Source: an optimization exercise on an open RTL-to-GDS flow (aim: small area and a short achievable clock period). Production flows keep margins and buffers that such runs may drop. Function was checked by simulation only, so behaviour that the tests miss may differ from the original. Power and IR drop assume default switching activity.

==> flow/design.v (outline; a module is shown in full before it is edited, if it fits) <==
// module alu_top: 24 lines
// module ALU: 939 lines
// module ha: 6 lines
// module fa: 6 lines
module alu_top(CLK, OP1, OP2, OPRN, OUT, ZERO);
  // ...
==> flow/flow/run.sh <==
#!/bin/bash
set -euo pipefail
bash standard.sh SETUP_SLACK_MARGIN=21 finish > standard_flow.log 2>&1
==> flow/standard.sh <==
#!/bin/bash
# synth_recipe.tcl (not shown) runs the flow's synth.tcl, then flattens the netlist and writes it again
# the make line also repeats each setting of config.mk as NAME=value (left out here)
make -C /OpenROAD-flow-scripts/flow DESIGN_CONFIG=/design/flow/config.mk WORK_HOME=/design/flow/orfs CLKGATE_MAP_FILE= SYNTH_SCRIPT=/design/flow/synth_recipe.tcl "${@:-finish}"
==> flow/config.mk <==
export PLATFORM = sky130hd
export DESIGN_NAME = alu_top
export DESIGN_NICKNAME = alu_top
export VERILOG_FILES = /design/flow/design.v
export SDC_FILE = /design/flow/constraint.sdc
export NUM_CORES = 4
export LEC_CHECK = 0
export CAP_MARGIN = 20
export CORE_MARGIN = 2
export CORE_UTILIZATION = 40
export SLEW_MARGIN = 20
export SYNTH_HIERARCHICAL = 1
export SYNTH_MINIMUM_KEEP_SIZE = 0
==> flow/constraint.sdc <==
create_clock -name core_clock -period 29.5 [get_ports {CLK}]
set_input_delay 5.9000 -clock core_clock [delete_from_list [all_inputs] [get_ports {CLK}]]
set_output_delay 5.9000 -clock core_clock [all_outputs]
set_load 0.01 [all_outputs]
==> results.tsv, run 1 <==
metric	value	unit
Post-CTS Setup Bufs	7	
Final Cycle Share	28.0	%
total length of routed met3 wires	7680	µm
status	timing/DRC/antenna clean	
GR Util met3	6.23	%
Critical Path Start Type	flop	
worst r2r dst	zero_q	
fraction of area in multi-input gates	73.6	%
critical path's slowest cell	or4_1	
Setup WS post-layout	21250	ps
Final Power	0.00129	W
Clock transition at path regs	70	ps
Placed Instances	2495	
Critical Path Sink	zero_q	
ant diodes	0	
critical path endpoint category	flop	
Pwr Density	65.5	nW/µm²
top flop regs	op1_q x32, op2_q x32, out_q x32	
met1 GRT Util	41.6	%
Area growth syn-to-layout	13.7	%
die extent in y	212	µm
FF-to-FF path depth	26	
Synth Net Count	2313	
commonest non-fill, non-tap cell in the layout	xnor2_1	
Seq/total area	10.2	%
WL met2	30700	µm
num tapcells	585	
final core utilization	46.0	%
# fillers	4213	
core area	43000	µm²
==> run 2: changes to the inputs <==
==> flow/flow/run.sh (replaced) <==
#!/bin/bash
set -euo pipefail
bash standard.sh SETUP_SLACK_MARGIN=22 finish > standard_flow.log 2>&1
==> results.tsv, run 2 <==
metric	value	unit	change
clock latency at the later pin of the worst-skew pair	360	ps	
vias in the first global route	16900		
Hold Fails Final Rpt	0		
Buf/Inv on CP	6		
Setup Total Neg Slack	0	ps	
CTS tree	done		
Setup WS post-layout	22080	ps	+834 ps
Via density	6.59		
Final Cycle Share	25.2	%	-2.8 points
status	timing/DRC/antenna clean		
Mapped Area	17400	µm²	
vias	17300		
total CTS buffers	9		
Sink Count	101		
critical path endpoint category	flop		
WS Path Type	reg -> reg		
Achievable Freq	0.135	GHz	
commonest non-fill, non-tap cell in the layout	xnor2_1		
Worst Max-Slew Pin Slew	1190	ps	
Routed Antenna Nets	0		
worst min-delay path category	reg -> reg		
Tot GR Track Use	32.4	%	
hold buffer count at CTS	0		
critical path's slowest cell	or4b_2		
core area	43000	µm²	unchanged
Max Cap Viol	0		
Final min period	7420	ps	
first-iteration detailed-routing DRC count	2671		
initial core utilization	40.4	%	
Max Buffers Root-to-Sink	2		
Layout Skew	12.7	ps	
top flop regs	op1_q x32, op2_q x32, out_q x32		
ant diodes	0		unchanged
drt pass-1 iters	10		
CP top delay family	adder cells		
layout cell share with drive strength beyond 1	19.1	%	
Pwr Density	62.1	nW/µm²	-5.2%
final core utilization	51.3	%	+5.3 points
Syn Area/Cell	9.08	µm²	
Worst Path Required	29800	ps	
most frequent CP cell	fa_1		
Die ar.	45100	µm²	
routability congestion estimate	0.971		
Routed wire per std cell	29.1	µm	
setup slack at placement	20330	ps	
relative slew slack	20.0	%	
post-detail-place hpwl	49300	µm	
fin nets	2440		
Mapped Cells	1915		
die extent in y	212	µm	unchanged
synth warn	7		
Synth Net Count	2313		unchanged
Die Width	212	µm	
H-tree lvl count	3		
Site Rows	76		
WHS	900	ps	
Clock transition at path regs	80	ps	about the same
Worst path max stage delay	650	ps	
final setup vio count	0		
# fillers	3925		-6.8%
flip-flop and latch area	2050	µm²	
CTS root buffer	clkbuf_16		
Max Transition Viols Final	0		
Leak	9.03	nW	
maximum vdd drop	58.2	µV	
DRC Markers	0		
Critical Path Start Type	flop		
Multi-input gate area	15200	µm²	
grt total ovfl	0		
RSZ-0062 raised after global routing	false		
IO Pins	104		
CP Max Fanout	11		
Port Buffers	101		
CP arrival	7720	ps	
largest net degree at the start of global routing	40		
initial antenna violation count	1		
first-pass GRT wire length	107000	µm	
wirelength, routed	76700	µm	
Area growth syn-to-layout	26.8	%	
commonest cells after routing, fill and taps aside	xnor2_1, o22ai_1, fa_1, inv_1, clkdlybuf4s50_1		
## run 2: cell count changes in the layout (fill, tap and decap cells not counted), sizes merged
cell	before	now
buf	75	163
bufbuf	0	9
clkbuf	11	19
clkinvlp	0	1
inv	118	117
## run 2: area by class of cell
class,instances,area share [%]
inverter,114,1.97
clock inverter,7,0.392
sequential,101,9.32
multi-input combinational,1533,69.1
tap,585,3.32
timing repair buffer,283,14.9
clock buffer,9,1.02
## run 2: path summary, 6_finish.rpt
path / start / to / slack [ps] / cells past startpoint
worst max-delay path: oprn_q[0] / zero_q / 22080 / 25
worst min-delay path: op2_q[4] / out_q[4] / 900 / 4
worst max register to register: oprn_q[0] / zero_q / 22080 / 25
worst min register to register: op2_q[4] / out_q[4] / 900 / 4
## run 2: layer usage
layer | wire [µm] | GRT usage [%] | vias to the layer above
li1 | - | - | 7068
met1 | 28000 | 41.8 | 8452
met2 | 32600 | 48.9 | 1369
met3 | 10300 | 9.39 | 442
met4 | 5770 | 17.2 | 2
met5 | 12 | 0 | -
## run 2: repair_timing
| action | CTS | global route |
|---|---|---|
| buffers inserted | 54 | 38 |
| gates resized for setup | 155 | 120 |
| pin swaps | 15 | 46 |
| cloned | 19 | 10 |
| setup endpoints to repair | 33 | 19 |
## run 2: tightest hold or removal path, stage by stage, from the launching register on
cell and delay (ps):
dfxtp_4 430, o2111ai_1 110, o311ai_0 180, a21oi_1 70, o31ai_1 70
## run 2: report_power, final
group          total, W  switching [W]  internal, W
Combinational   0.00106       0.000617     0.000443
Clock          0.000121      0.0000596    0.0000611
Sequential     0.000188      0.0000220     0.000166
## run 2: per-stage QoR
stage               cell area [µm²]  cells  power (W)
global placement              19100   2495    0.00113
detailed placement            19100   2495    0.00114
finish                        22000   2632    0.00137
floorplan                     17400   1915   0.000800
global route                  22000   2632    0.00145
CTS                           21000   2584    0.00131
==> run 3: changes to the inputs <==
==> flow/flow/run.sh (replaced) <==
#!/bin/bash
set -euo pipefail
bash standard.sh "BUFFER_PORTS_ARGS=-buffer_cell sky130_fd_sc_hd__buf_1" SETUP_SLACK_MARGIN=21.5 finish > standard_flow.log 2>&1
==> results.tsv, run 3 <==
metric	value	unit	change
status	timing/DRC/antenna clean		
synth warn	7		unchanged
routability congestion estimate	1.00		+3.3%
Die ar.	45100	µm²	unchanged
setup slack at placement	20640	ps	+314 ps
Placed Instances	2493		-0.080%
top flop regs	op1_q x32, op2_q x32, out_q x32		
Clock transition at path regs	80	ps	about the same
commonest non-fill, non-tap cell in the layout	xnor2_1		
RSZ-0062 raised after global routing	true		
Synth Net Count	2313		unchanged
maximum vdd drop	46.0	µV	-21%
DRC Markers	0		unchanged
Pwr Density	66.2	nW/µm²	+6.7%
Final Cycle Share	26.9	%	+1.8 points
vias	16200		-6.6%
first-pass GRT wire length	101000	µm	-5.6%
wirelength, routed	68300	µm	-11%
Site Rows	76		unchanged
Net Sw Frac	53.1	%	+2.1 points
critical path endpoint category	flop		
final setup vio count	0		unchanged
largest net degree at the start of global routing	48		+20%
Setup Total Neg Slack	0	ps	unchanged
Die Width	212	µm	unchanged
first-iteration detailed-routing DRC count	1806		-32%
WS Path Type	reg -> reg		
grt total ovfl	0		unchanged
Switch Pwr	0.000677	W	-3.1%
commonest cells after routing, fill and taps aside	xnor2_1, o22ai_1, fa_1, inv_1, buf_1		
Port Buffers	101		unchanged
drt pass-1 iters	5		-5
initial core utilization	40.4	%	unchanged
Clock power frac	9.9	%	+1.1 points
worst min-delay path category	reg -> reg		
Area growth syn-to-layout	10.8	%	
IO Pins	104		unchanged
Worst Max-Slew Pin Slew	1190	ps	+3.81 ps
Critical Path Start Type	flop		
final core utilization	44.8	%	-6.5 points
Mapped Cells	1915		unchanged
post-detail-place hpwl	49000	µm	-0.62%
die extent in y	212	µm	unchanged
Comb power frac	75.4	%	-2.0 points
Final min period	7950	ps	+526 ps
relative slew slack	19.7	%	-0.26 points
clock latency at the later pin of the worst-skew pair	370	ps	about the same
Mapped Area	17400	µm²	unchanged
CP Max Fanout	42		+31
vias in the first global route	16000		-5.4%
Leak	7.90	nW	-13%
Via density	6.41		-2.6%
Tot GR Track Use	30.2	%	-2.1 points
Achievable Freq	0.126	GHz	-6.6%
H-tree lvl count	3		unchanged
Syn Area/Cell	9.08	µm²	unchanged
hold buffer count at CTS	0		unchanged
P_int	0.000598	W	-11%
CTS root buffer	clkbuf_16		
CTS tree	done		
Max Buffers Root-to-Sink	2		unchanged
Setup WS post-layout	21550	ps	-526 ps
initial antenna violation count	1		unchanged
Worst Path Required	29790	ps	about the same
Layout Skew	12.0	ps	-0.654 ps
ant diodes	0		unchanged
post-route insts no fill	2526		-4.0%
Max Transition Viols Final	0		unchanged
Routed wire per std cell	27.0	µm	-7.1%
core area	43000	µm²	unchanged
total CTS buffers	9		unchanged
Hold Fails Final Rpt	0		unchanged
Sink Count	101		unchanged
Routed Antenna Nets	0		unchanged
Max Cap Viol	0		unchanged
layout cell share with drive strength beyond 1	9.79	%	-9.3 points
sequential power share	14.7	%	+1.0 points
CP arrival	8240	ps	+520 ps
fin nets	2334		-4.3%
## run 3: layer usage
layer | part of all wire, % | GRT usage [%] | vias to the layer above
met4 | 5.4 | 13.2 | 4
met1 | 39 | 39.9 | 8014
met5 | 0.15 | 1.56 | -
met3 | 11 | 7.61 | 254
met2 | 44 | 46.7 | 1069
li1 | - | - | 6856
## run 3: critical path, cell delays in order (launching register included)
cell and delay (ps):
dfxtp_4 450, nor2b_2 200, buf_8 250, nand2_2 120, buf_16 230, mux2i_1 250
buf_6 300, o22ai_1 150, xnor2_1 170, fa_1 510, fa_1 480, fa_1 450
fa_1 400, fa_1 510, fa_1 450, fa_1 460, or2_2 370, inv_1 80
ha_1 290, and3_1 190, or4_1 440, or4_1 550, nor4b_4 340, a211o_1 210
## run 3: final timing paths
| check | start | end | cells after the start | slack, ps |
|---|---|---|---|---|
| setup / recovery | oprn_q[2] | zero_q | 23 | 21550 |
| hold / removal | op2_q[1] | out_q[1] | 4 | 900 |
| setup reg to reg | oprn_q[2] | zero_q | 23 | 21550 |
| hold reg to reg | op2_q[1] | out_q[1] | 4 | 900 |
## run 3: what timing repair did
action / 4_1_cts / 5_1_grt
setup buffers: 15 / 0
pin swaps: 2 / 0
endpoints found under the setup margin: 31 / 21
gates resized for setup: 23 / 40
gates cloned: 2 / 0
hold endpoints to repair: 0 / 0
## run 3: power by group through the flow
stage | Clock, W | Combinational, W | Sequential (W)
after global placement | 0 | 0.000905 | 0.000189
final | 0.000126 | 0.000962 | 0.000188
after detailed placement | 0 | 0.000919 | 0.000189
after floorplan | 0 | 0.000610 | 0.000190
after global routing | 0.000134 | 0.00104 | 0.000189
after CTS | 0.000128 | 0.000931 | 0.000187
## run 3: per-stage QoR
stage,cell area [µm²],hold slack [ps],total power [W]
after floorplan,17400,620,0.000800
after CTS,19100,903,0.00125
after global placement,18400,874,0.00109
after global routing,19300,931,0.00136
after detailed placement,18500,879,0.00111
final,19300,902,0.00128
## run 3: cell type report
type	instances	area, µm²
fill	4180	23700
multi-input combinational	1531	14600
sequential	101	2030
timing repair buffer	179	1160
tap	585	732
inverter	114	428
clock buffer	9	225
clock inverter	7	98.8
==> run 4: changes to the inputs <==
--- a/flow/config.mk
+++ b/flow/config.mk
@@ -8,6 +8,7 @@
 export CAP_MARGIN = 20
 export CORE_MARGIN = 2
 export CORE_UTILIZATION = 40
+export CTS_BUF_LIST = sky130_fd_sc_hd__clkbuf_4 sky130_fd_sc_hd__clkbuf_8
 export SLEW_MARGIN = 20
 export SYNTH_HIERARCHICAL = 1
 export SYNTH_MINIMUM_KEEP_SIZE = 0
==> results.tsv, run 4 <==
metric	value	unit	change
commonest non-fill, non-tap cell in the layout	xnor2_1		
Area growth syn-to-layout	10.3	%	
RSZ-0062 raised after global routing	true		
Worst Hold Path EP	out_q[1]		
post-route insts no fill	2527		+0.040%
Setup WS post-layout	21570	ps	+17.7 ps
grt total ovfl	0		unchanged
Critical Path Start Type	flop		
Site Rows	76		unchanged
Mapped Area	17400	µm²	unchanged
first-iteration detailed-routing DRC count	2013		+11%
largest net degree at the start of global routing	48		unchanged
Max Transition Viols Final	0		unchanged
Mapped Cells	1915		unchanged
critical path endpoint category	flop		
top flop regs	op1_q x32, op2_q x32, out_q x32		
Worst Max-Slew Pin Slew	1270	ps	+82.0 ps
Final min period	7930	ps	-17.7 ps
Routed wire per std cell	27.0	µm	about the same
vias in the first global route	16000		-0.19%
Max Cap Viol	0		unchanged
Clock transition at path regs	110	ps	+30 ps
hold_sp	op2_q[1]		
H-tree lvl count	3		unchanged
Die Width	212	µm	unchanged
initial antenna violation count	1		unchanged
synth warn	7		unchanged
total CTS buffers	9		unchanged
Achievable Freq	0.126	GHz	+0.22%
Synth Net Count	2313		unchanged
Die ar.	45100	µm²	unchanged
Final Power	0.00125	W	-2.3%
DRC Markers	0		unchanged
Sink Count	101		unchanged
fin nets	2335		+0.043%
Routed Antenna Nets	0		unchanged
routability congestion estimate	1.00		unchanged
Switch Pwr	0.000675	W	-0.36%
Worst Path Required	29840	ps	+50 ps
Final Cycle Share	26.9	%	-0.060 points
status	timing/DRC/antenna clean		
wirelength, routed	68300	µm	about the same
P_int	0.000571	W	-4.4%
Syn Area/Cell	9.08	µm²	unchanged
worst r2r dst	zero_q		
layout cell share with drive strength beyond 1	9.84	%	+0.046 points
Layout Skew	21.1	ps	+9.08 ps
CTS tree	done		
Leak	7.86	nW	-0.49%
reg-to-reg slack, setup	21570	ps	+20 ps
ant diodes	0		unchanged
post-detail-place hpwl	49000	µm	unchanged
worst min-delay path category	reg -> reg		
final setup vio count	0		unchanged
Port Buffers	101		unchanged
core area	43000	µm²	unchanged
FF-to-FF path depth	23		unchanged
Net Sw Frac	54.1	%	+1.0 points
CP arrival	8260	ps	+20 ps
flip-flop and latch area	2030	µm²	unchanged
WS Path Type	reg -> reg		
Tot GR Track Use	30.2	%	about the same
final core utilization	44.6	%	-0.20 points
drt pass-1 iters	6		+1
setup slack at placement	20640	ps	unchanged
Setup Total Neg Slack	0	ps	unchanged
first-pass GRT wire length	101000	µm	about the same
hold depth	4		unchanged
Multi-input gate area	14600	µm²	unchanged
CTS root buffer	clkbuf_8		
IO Pins	104		unchanged
sequential power share	15.0	%	+0.3 points
Via density	6.39		-0.32%
Hold Fails Final Rpt	0		unchanged
hold buffer count at CTS	0		unchanged
die extent in y	212	µm	unchanged
relative slew slack	14.2	%	-5.5 points
# fillers	4191		+0.26%
vias	16200		-0.28%
clock latency at the later pin of the worst-skew pair	410	ps	+40 ps
Clock power frac	7.8	%	-2.1 points
r2r startpoint	oprn_q[2]		
maximum vdd drop	45.6	µV	-0.85%
Placed Instances	2493		unchanged
Comb power frac	77.2	%	+1.8 points
initial core utilization	40.4	%	unchanged
Pwr Density	65.0	nW/µm²	-1.8%
CP Max Fanout	42		unchanged
Max Buffers Root-to-Sink	2		unchanged
commonest cells after routing, fill and taps aside	xnor2_1, o22ai_1, fa_1, inv_1, buf_1		
## run 4: changes by cell type in the layout (fill, tap and decap cells not counted), sizes merged
cell / delta
clkbuf: +1
## run 4: per-stage QoR
| stage | cell area, µm² | hold WS (ps) |
|---|---|---|
| 6_report | 19200 | 907 |
| 3_5_place_dp | 18500 | 879 |
| 5_1_grt | 19200 | 940 |
| 4_1_cts | 19000 | 916 |
| 2_1_floorplan | 17400 | 620 |
| 3_3_place_gp | 18400 | 874 |
## run 4: final cells by class
class | count | area share [%]
Timing Repair Buffer | 180 | 6.14
Sequential cell | 101 | 10.6
Clock buffer | 9 | 0.646
Inverter | 114 | 2.23
Tap cell | 585 | 3.82
Clock inverter | 7 | 0.516
Multi-Input combinational cell | 1531 | 76.0
## run 4: routing by layer
| layer | up-vias | track usage (%) | routed length (µm) |
|---|---|---|---|
| met2 | 1089 | 46.8 | 30100 |
| met1 | 7957 | 40.4 | 26800 |
| met5 | - | 1.56 | 104 |
| met3 | 264 | 6.78 | 7610 |
| met4 | 4 | 13.2 | 3690 |
| li1 | 6838 | - | - |
## run 4: worst max-delay path, stage by stage (launching register included)
cell      delay (ps)
dfxtp_4          460
nor2b_2          200
buf_8            250
nand2_2          120
buf_16           230
mux2i_1          250
clkbuf_8         300
o22ai_1          130
xnor2_1          170
fa_1             510
fa_1             480
fa_1             450
fa_1             400
fa_1             510
fa_1             450
fa_1             460
or2_2            360
inv_1             80
ha_1             290
and3_1           190
or4_1            450
or4_1            550
nor4b_4          330
a211o_1          200
## run 4: what timing repair did
item	CTS	global route
pin swaps	2	0
resized for setup	25	43
cloned	2	0
endpoints found under the setup margin	31	20
buffers inserted	15	1
## run 4: how the worst max path moves through the flow
stage / end / cells after the start / start / slack, ps
after global routing: zero_q / 25 / oprn_q[0] / 21410
after detailed placement: out_q[30] / 24 / oprn_q[3] / 20640
after CTS: zero_q / 23 / op2_q[1] / 21510
after global placement: zero_q / 23 / oprn_q[3] / 20620
after floorplan: zero_q / 24 / oprn_q[2] / 22190
final: zero_q / 23 / oprn_q[2] / 21570
## run 4: power groups by stage
stage               clock network, W  registers (W)  logic (W)
detailed placement                 0       0.000189   0.000919
floorplan                          0       0.000190   0.000610
global placement                   0       0.000189   0.000905
finish                     0.0000967       0.000187   0.000962
CTS                        0.0000978       0.000187   0.000931
global route                0.000104       0.000189    0.00104
==> run 5: changes to the inputs <==
--- a/flow/config.mk
+++ b/flow/config.mk
@@ -7,8 +7,7 @@
 export LEC_CHECK = 0
 export CAP_MARGIN = 20
 export CORE_MARGIN = 2
-export CORE_UTILIZATION = 40
-export CTS_BUF_LIST = sky130_fd_sc_hd__clkbuf_4 sky130_fd_sc_hd__clkbuf_8
+export CORE_UTILIZATION = 65
 export SLEW_MARGIN = 20
 export SYNTH_HIERARCHICAL = 1
 export SYNTH_MINIMUM_KEEP_SIZE = 0
==> results.tsv, run 5 <==
metric	value	unit	change
Mapped Area	17400	µm²	unchanged
drt pass-1 iters	19		+13
Final min period	7860	ps	-67.9 ps
Max Transition Viols Final	0		unchanged
worst r2r dst	zero_q		
Max Cap Viol	0		unchanged
Achievable Freq	0.127	GHz	+0.86%
reg-to-reg slack, setup	21640	ps	+70 ps
Worst Path Required	29790	ps	-50 ps
relative slew slack	10.1	%	-4.1 points
ant diodes	0		unchanged
r2r startpoint	oprn_q[2]		
Mapped Cells	1915		unchanged
hold depth	3		-1
CP top delay family	adder cells		
Worst path max stage delay	650	ps	+100 ps
Final Cycle Share	26.6	%	-0.23 points
Routed wire per std cell	29.3	µm	+8.3%
Via density	7.33		+15%
most frequent CP cell	fa_1		
Worst Max-Slew Pin Slew	1330	ps	+61.1 ps
first-iteration detailed-routing DRC count	2774		+38%
Final Power	0.00123	W	-1.2%
final setup vio count	0		unchanged
worst min-delay path category	reg -> reg		
# fillers	2035		-51%
post-detail-place hpwl	45300	µm	-7.6%
commonest cells after routing, fill and taps aside	xnor2_1, o22ai_1, fa_1, inv_1, buf_1		
Hold Fails Final Rpt	0		unchanged
initial antenna violation count	0		-1
total CTS buffers	9		unchanged
final core utilization	73.1	%	+29 points
CTS root buffer	clkbuf_16		
initial core utilization	66.5	%	+26 points
layout cell share with drive strength beyond 1	10.0	%	+0.20 points
Critical Path Start Type	flop		
critical path's slowest cell	or4b_2		
H-tree lvl count	3		unchanged
core area	26100	µm²	-39%
routability congestion estimate	0.996		-0.76%
CTS tree	done		
Routed Antenna Nets	0		unchanged
Buf/Inv on CP	4		unchanged
synth warn	7		unchanged
maximum vdd drop	51.2	µV	+12%
Die Width	168	µm	-21%
Pwr Density	64.4	nW/µm²	-0.87%
fin nets	2336		+0.043%
RSZ-0062 raised after global routing	false		
CP arrival	8150	ps	-110 ps
top flop regs	op1_q x32, op2_q x32, out_q x32		
Synth Net Count	2313		unchanged
Site Rows	59		-22%
Leak	7.94	nW	+1.0%
DRC Markers	0		unchanged
vias	16700		+3.4%
critical path endpoint category	flop		
commonest non-fill, non-tap cell in the layout	xnor2_1		
Clock transition at path regs	70	ps	-40 ps
hold buffer count at CTS	0		unchanged
Port Buffers	101		unchanged
Critical Path Sink	zero_q		
WP depth	24		+4.3%
CP Max Fanout	42		unchanged
die extent in y	168	µm	-21%
Area growth syn-to-layout	9.91	%	
WS Path Type	reg -> reg		
largest net degree at the start of global routing	48		unchanged
status	timing/DRC/antenna clean		
worst path cell trace	nor2b_2 -> buf_8 -> nand2_2 -> buf_16 -> mux2i_4 -> buf_6 -> nor2_1 -> xnor2_1 -> fa_1 -> fa_1 -> fa_1 -> fa_1 -> fa_1 -> ha_1 -> fa_1 -> or2_2 -> inv_1 -> ha_1 -> a22oi_1 -> nand2_1 -> or4b_2 -> a211oi_2 -> nor4b_4 -> a211o_1		
Syn Area/Cell	9.08	µm²	unchanged
WHS	939	ps	+31.8 ps
Setup Total Neg Slack	0	ps	unchanged
IO Pins	104		unchanged
CP Launch Point	oprn_q[2]		
Layout Skew	15.3	ps	-5.77 ps
Tot GR Track Use	46.5	%	+16 points
FF-to-FF path depth	24		+4.3%
vias in the first global route	16400		+2.8%
first-pass GRT wire length	98200	µm	-2.9%
Max Buffers Root-to-Sink	2		unchanged
Die ar.	28100	µm²	-38%
grt total ovfl	0		unchanged
wirelength, routed	66700	µm	-2.4%
clock latency at the later pin of the worst-skew pair	360	ps	-50 ps
Sink Count	101		unchanged
run 5: power breakdown:
part | internal (W) | total, W | switching, W
Combinational | 0.000365 | 0.000917 | 0.000552
Sequential | 0.000166 | 0.000186 | 0.0000201
Clock | 0.0000692 | 0.000128 | 0.0000590
run 5: area by class of cell:
cell class / count / area [µm²] / area share [%]
clock buffer: 9 / 225 / 1.18
multi-input combinational: 1531 / 14600 / 76.4
clock inverter: 7 / 97.6 / 0.511
inverter: 114 / 428 / 2.24
sequential: 101 / 2040 / 10.7
timing repair buffer: 181 / 1300 / 6.81
tap: 335 / 419 / 2.19
run 5: worst min-delay path: cells and delay by family, from the launching register on:
family	cells	cell delay [ps]
buffers and inverters	1	200
AOI/OAI and AO/OA	1	140
and+or+nand+nor	1	190
DFF	1	380
run 5: through the flow:
stage,cell area [µm²],instances,worst slack [ps]
after floorplan,17400,1915,22190
after global placement,18100,2241,20700
after detailed placement,18100,2241,20610
after CTS,18700,2269,21500
after global routing,19100,2278,21470
final,19100,2278,21640
run 5: repair_timing:
item                       4_1_cts  5_1_grt
setup endpoints to repair       31       27
buffers inserted                10        3
pin swaps                        0        2
gates resized for setup         32       50
cloned                           2        6
run 5: worst min-delay path by stage:
stage	start	to	slack, ps
after detailed placement	op1_q[23]	out_q[23]	890
after floorplan	op1_q[23]	out_q[23]	620
after global placement	op1_q[6]	out_q[6]	870
after CTS	op2_q[1]	out_q[1]	890
final	oprn_q[1]	zero_q	940
after global routing	op2_q[1]	out_q[1]	960
run 5: layer usage:
layer	vias up	part of all wire, %	wire [µm]	track usage, %
met5	-	0	0	0
met4	0	7.7	5140	27.8
met3	377	16	10500	15.0
met2	1544	41	27700	66.9
met1	7939	35	23400	61.3
li1	6847	-	-	-
==> run 6: changes to the inputs <==
--- a/flow/config.mk
+++ b/flow/config.mk
@@ -5,9 +5,10 @@
 export SDC_FILE = /design/flow/constraint.sdc
 export NUM_CORES = 4
 export LEC_CHECK = 0
+export ABC_AREA = 1
 export CAP_MARGIN = 20
 export CORE_MARGIN = 2
-export CORE_UTILIZATION = 65
+export CORE_UTILIZATION = 40
 export SLEW_MARGIN = 20
 export SYNTH_HIERARCHICAL = 1
 export SYNTH_MINIMUM_KEEP_SIZE = 0
==> results.tsv, run 6 <==
metric	value	unit	change
status	timing/DRC/antenna clean		
vias in the first global route	16900		+3.0%
first-iteration detailed-routing DRC count	1822		-34%
largest net degree at the start of global routing	67		+40%
Max Transition Viols Final	0		unchanged
Placed Instances	2914		+30%
hold depth	5		+2
Die Width	220	µm	+31%
Final min period	7800	ps	-62.8 ps
post-detail-place hpwl	51900	µm	+15%
Site Rows	79		+34%
worst r2r dst	zero_q		
worst min-delay path category	reg -> reg		
CP arrival	8130	ps	-20 ps
vias	17200		+2.8%
synth warn	7		unchanged
hold buffer count at CTS	0		unchanged
total CTS buffers	9		unchanged
Critical Path Start Type	flop		
critical path endpoint category	flop		
Worst Hold Path EP	out_q[31]		
commonest non-fill, non-tap cell in the layout	nand2_1		
Pwr Density	70.7	nW/µm²	+9.8%
final setup vio count	0		unchanged
Worst Path Required	29830	ps	+40 ps
most frequent CP cell	fa_1		
commonest cells after routing, fill and taps aside	nand2_1, xor2_1, inv_1, fa_1, o22ai_1		
RSZ-0062 raised after global routing	false		
Via density	5.85		-20%
drt pass-1 iters	7		-12
first-pass GRT wire length	104000	µm	+6.0%
WS Path Type	reg -> reg		
layout cell share with drive strength beyond 1	10.6	%	+0.57 points
Worst path max stage delay	680	ps	+30 ps
relative slew slack	25.5	%	+15 points
routability congestion estimate	0.947		-4.9%
r2r startpoint	oprn_q[0]		
Final Power	0.00140	W	+13%
Clock transition at path regs	70	ps	about the same
Final Cycle Share	26.4	%	-0.21 points
IO Pins	104		unchanged
Buf/Inv on CP	5		+1
initial core utilization	40.2	%	-26 points
WHS	797	ps	-142 ps
WP depth	28		+17%
Port Buffers	101		unchanged
Die ar.	48300	µm²	+72%
Syn Area/Cell	8.09	µm²	-11%
Synth Net Count	2699		+17%
initial antenna violation count	0		unchanged
CP top delay family	adder cells		
reg-to-reg slack, setup	21700	ps	+60 ps
wirelength, routed	70200	µm	+5.2%
Max Buffers Root-to-Sink	2		unchanged
fin nets	2721		+16%
CTS tree	done		
Hold Fails Final Rpt	0		unchanged
Mapped Area	18600	µm²	+7.1%
Sink Count	101		unchanged
Setup Total Neg Slack	0	ps	unchanged
Routed wire per std cell	23.9	µm	-18%
FF-to-FF path depth	28		+17%
H-tree lvl count	3		unchanged
Achievable Freq	0.128	GHz	+0.80%
Worst Max-Slew Pin Slew	1120	ps	-214 ps
Max Cap Viol	0		unchanged
Routed Antenna Nets	0		unchanged
ant diodes	0		unchanged
critical path's slowest cell	inv_2		
Layout Skew	21.4	ps	+6.03 ps
Tot GR Track Use	29.1	%	-17 points
post-route insts no fill	2935		+29%
maximum vdd drop	52.4	µV	+2.4%
CTS root buffer	clkbuf_16		
Leak	10.6	nW	+34%
die extent in y	220	µm	+31%
clock latency at the later pin of the worst-skew pair	410	ps	+50 ps
hold_sp	op1_q[31]		
Area growth syn-to-layout	6.08	%	
core area	46300	µm²	+77%
CP Max Fanout	28		-33%
# fillers	4699		+130%
grt total ovfl	0		unchanged
DRC Markers	0		unchanged
Mapped Cells	2301		+20%
top flop regs	op1_q x32, op2_q x32, out_q x32		
run 6: what timing repair did:
action,4_1_cts,5_1_grt
pin swaps,0,2
gates resized for setup,2,9
cloned,0,1
setup buffers,0,4
endpoints found under the setup margin,9,19
run 6: area by class of cell:
| class | instances | area, µm² | area share, % |
|---|---|---|---|
| inverters | 306 | 1170 | 5.92 |
| clock inverters | 7 | 104 | 0.526 |
| well taps | 607 | 759 | 3.85 |
| multi-input cells | 1761 | 14800 | 74.8 |
| flip-flops and latches | 101 | 2020 | 10.2 |
| repair buffers | 144 | 702 | 3.55 |
| clock buffers | 9 | 225 | 1.14 |
run 6: tightest hold or removal path, stage by stage (launching register included):
cell and delay [ps]:
dfxtp_1 320, nor3_1 170, nor3_1 100, o21ai_0 80, inv_1 40, nand2_1 50
run 6: worst max-delay path by stage:
stage / slack (ps) / end / startpoint
3_3_place_gp: 21300 / out_q[31] / oprn_q[1]
6_report: 21700 / zero_q / oprn_q[0]
5_1_grt: 21510 / out_q[30] / oprn_q[1]
2_1_floorplan: 23270 / OUT[0] / out_q[0]
4_1_cts: 21570 / zero_q / oprn_q[3]
3_5_place_dp: 21400 / out_q[31] / oprn_q[1]
run 6: metrics by stage:
step | util (%) | area [µm²] | setup slack (ps)
6_report | 42.7 | 19700 | 21700
5_1_grt | 42.7 | 19700 | 21510
4_1_cts | 42.5 | 19700 | 21570
3_5_place_dp | 41.8 | 19300 | 21400
3_3_place_gp | 41.8 | 19300 | 21300
2_1_floorplan | - | 18600 | 23270
run 6: where the power goes:
group          internal [W]  leakage, nW  switching, W
combinational      0.000368         9.64      0.000710
sequential         0.000167        0.852     0.0000145
clock             0.0000754        0.155     0.0000618
total              0.000610         10.6      0.000787
run 6: per-layer routing:
metal	global-route usage [%]	routed length [µm]	up-vias
met5	0	0	-
met1	38.2	28300	8379
met2	45.3	31100	993
met4	12.9	3380	0
met3	7.26	7450	213
li1	-	-	7594
==> run 7: changes to the inputs <==
==> flow/flow/run.sh (replaced) <==
#!/bin/bash
set -euo pipefail
bash standard.sh SETUP_SLACK_MARGIN=21.5 finish > standard_flow.log 2>&1
--- a/flow/config.mk
+++ b/flow/config.mk
@@ -5,7 +5,6 @@
 export SDC_FILE = /design/flow/constraint.sdc
 export NUM_CORES = 4
 export LEC_CHECK = 0
-export ABC_AREA = 1
 export CAP_MARGIN = 20
 export CORE_MARGIN = 2
 export CORE_UTILIZATION = 40
==> results.tsv, run 7 <==
metric	value	unit	change
Pwr Density	65.5	nW/µm²	-7.4%
die extent in y	212	µm	-3.3%
r2r startpoint	oprn_q[2]		
first-pass GRT wire length	103000	µm	-1.4%
IO Pins	104		unchanged
critical path endpoint category	flop		
Max Transition Viols Final	0		unchanged
Mapped Cells	1915		-17%
Worst Max-Slew Pin Slew	1210	ps	+89.4 ps
post-detail-place hpwl	49300	µm	-5.0%
flip-flop and latch area	2030	µm²	+0.62%
Multi-input gate area	14700	µm²	-0.74%
Final min period	7840	ps	+41.1 ps
relative slew slack	18.5	%	-7.0 points
Critical Path Start Type	flop		
status	timing/DRC/antenna clean		
Routed wire per std cell	27.8	µm	+16%
Site Rows	76		-3.8%
FF-to-FF path depth	23		-18%
Placed Instances	2495		-14%
RSZ-0062 raised after global routing	true		
ant diodes	0		unchanged
synth warn	7		unchanged
setup slack at placement	20330	ps	-1070 ps
reg-to-reg slack, setup	21660	ps	-40 ps
wirelength, routed	70300	µm	+0.21%
top flop regs	op1_q x32, op2_q x32, out_q x32		
Routed Antenna Nets	0		unchanged
post-route insts no fill	2532		-14%
CTS tree	done		
critical path's slowest cell	fa_1		
maximum vdd drop	56.1	µV	+7.1%
commonest non-fill, non-tap cell in the layout	xnor2_1		
Max Cap Viol	0		unchanged
Clock transition at path regs	80	ps	about the same
Max Buffers Root-to-Sink	2		unchanged
hold buffer count at CTS	0		unchanged
core area	43000	µm²	-7.1%
final core utilization	46.8	%	+4.1 points
WHS	900	ps	+103 ps
Worst Path Required	29800	ps	-30 ps
Worst path max stage delay	510	ps	-170 ps
CTS root buffer	clkbuf_16		
layout cell share with drive strength beyond 1	10.4	%	-0.18 points
DRC Markers	0		unchanged
Leak	8.21	nW	-23%
Buf/Inv on CP	4		-1
Tot GR Track Use	30.8	%	+1.7 points
Hold Fails Final Rpt	0		unchanged
Area growth syn-to-layout	15.7	%	
Final Cycle Share	26.6	%	+0.14 points
CP arrival	8140	ps	about the same
H-tree lvl count	3		unchanged
CP Max Fanout	38		+36%
grt total ovfl	0		unchanged
worst min-delay path category	reg -> reg		
vias in the first global route	16200		-4.5%
CP top delay family	adder cells		
Setup Total Neg Slack	0	ps	unchanged
vias	16400		-4.7%
Setup WS post-layout	21660	ps	-41.1 ps
# fillers	4173		-11%
Layout Skew	14.5	ps	-6.83 ps
Mapped Area	17400	µm²	-6.6%
Die Width	212	µm	-3.3%
initial core utilization	40.4	%	+0.20 points
Worst Hold Path EP	out_q[1]		
Syn Area/Cell	9.08	µm²	+12%
final setup vio count	0		unchanged
WS Path Type	reg -> reg		
fin nets	2340		-14%
Port Buffers	101		unchanged
Achievable Freq	0.128	GHz	-0.52%
total CTS buffers	9		unchanged
worst r2r dst	zero_q		
largest net degree at the start of global routing	45		-33%
routability congestion estimate	0.971		+2.5%
drt pass-1 iters	5		-2
clock latency at the later pin of the worst-skew pair	360	ps	-50 ps
Via density	6.46		+10%
Die ar.	45100	µm²	-6.5%
Sink Count	101		unchanged
Synth Net Count	2313		-14%
initial antenna violation count	1		+1
worst path cell trace	nor2b_2 -> buf_12 -> nand2_2 -> buf_16 -> mux2i_1 -> buf_4 -> o22ai_1 -> xnor2_1 -> fa_1 -> fa_1 -> fa_1 -> fa_1 -> fa_1 -> fa_1 -> fa_2 -> or2_2 -> inv_1 -> ha_2 -> and3_1 -> or4_1 -> or4_4 -> nor4b_4 -> a211o_1		
most frequent CP cell	fa_1		
hold depth	4		-1
first-iteration detailed-routing DRC count	2236		+23%
hold_sp	op2_q[1]		
commonest cells after routing, fill and taps aside	xnor2_1, o22ai_1, fa_1, inv_1, clkdlybuf4s50_1		
==> run 7: timing repair <==
action | CTS | global route
pin swaps | 2 | 4
hold endpoints to repair | 0 | 0
setup buffers | 11 | 1
resized for setup | 43 | 39
endpoints found under the setup margin | 31 | 19
gates cloned | 6 | 3
==> run 7: how the worst max path moves through the flow <==
stage / startpoint / cells past startpoint / endpoint
6_report: oprn_q[2] / 23 / zero_q
5_1_grt: oprn_q[0] / 28 / out_q[30]
4_1_cts: op2_q[4] / 22 / zero_q
3_5_place_dp: oprn_q[1] / 28 / out_q[30]
3_3_place_gp: oprn_q[1] / 28 / out_q[30]
2_1_floorplan: oprn_q[2] / 24 / zero_q
==> run 7: metal layers <==
| layer | GRT usage [%] | routed length (µm) | up-vias |
|---|---|---|---|
| met5 | 0 | 12 | - |
| met4 | 12.6 | 3580 | 2 |
| met3 | 6.47 | 7810 | 254 |
| met2 | 47.9 | 31200 | 1141 |
| met1 | 41.8 | 27700 | 8123 |
| li1 | - | - | 6847 |
==> run 7: final cells by class <==
| cell class | instances | area share [%] |
|---|---|---|
| inverter | 114 | 2.13 |
| timing repair buffer | 183 | 9.69 |
| clock inverter | 7 | 0.429 |
| sequential | 101 | 10.1 |
| clock buffer | 9 | 1.12 |
| tap | 585 | 3.64 |
| multi-input combinational | 1533 | 72.9 |
==> run 7: through the flow <==
stage	area [µm²]	total power, W
floorplan	17400	0.000800
global placement	19100	0.00113
detailed placement	19100	0.00114
CTS	19900	0.00128
global route	20100	0.00140
finish	20100	0.00132
==> run 7: power by group <==
group	switching (W)	total [W]	internal (W)	leakage, nW
registers	0.0000221	0.000188	0.000166	0.852
logic	0.000598	0.00101	0.000410	7.20
clock network	0.0000596	0.000121	0.0000611	0.151
==> run 7: worst reg2reg max path, delay by kind of cell, from the launching register on <==
family	cells	cell delay (ps)
fa+ha+maj	8	3490
simple gates	7	2230
buf+inv	4	840
flops	1	460
compound gates	2	380
mux	1	220
xor+xnor	1	180

[afterwards: timing with drivers on the ports]
In the flow no input, the clock included, has a driving cell. The finished layouts below were timed again as built, in two steps. Step 1 sets driving cells, clkbuf_16 on the clock port and buf_2 on the other inputs (assumed; they add their load-dependent delay and slew). Step 2 moves the port delays by t, midway between the first and last clock arrival at a register: inputs arrive t later, outputs are due t later. That takes back most of the time a late clock gives input paths. Slacks: no drivers / after step 1 / after step 2; pairs: no drivers / after step 1.
| run | shift t [ns] | setup slack, ns | hold slack, ns |
|---|---|---|---|
| run 1 | 0.384 | 21.245 / 21.245 / 21.245 | 0.953 / 0.953 / 0.953 |
| run 2 | 0.384 | 22.079 / 22.079 / 22.079 | 0.900 / 0.900 / 0.900 |
| run 3 | 0.388 | 21.553 / 21.553 / 21.553 | 0.902 / 0.902 / 0.902 |
| run 4 | 0.424 | 21.571 / 21.571 / 21.571 | 0.907 / 0.907 / 0.907 |
| run 5 | 0.395 | 21.639 / 21.639 / 21.639 | 0.939 / 0.939 / 0.939 |
| run 6 | 0.453 | 21.702 / 21.702 / 21.702 | 0.797 / 0.797 / 0.797 |
| run 7 | 0.384 | 21.660 / 21.660 / 21.660 | 0.900 / 0.900 / 0.900 |
After both steps every run listed still meets setup and hold.
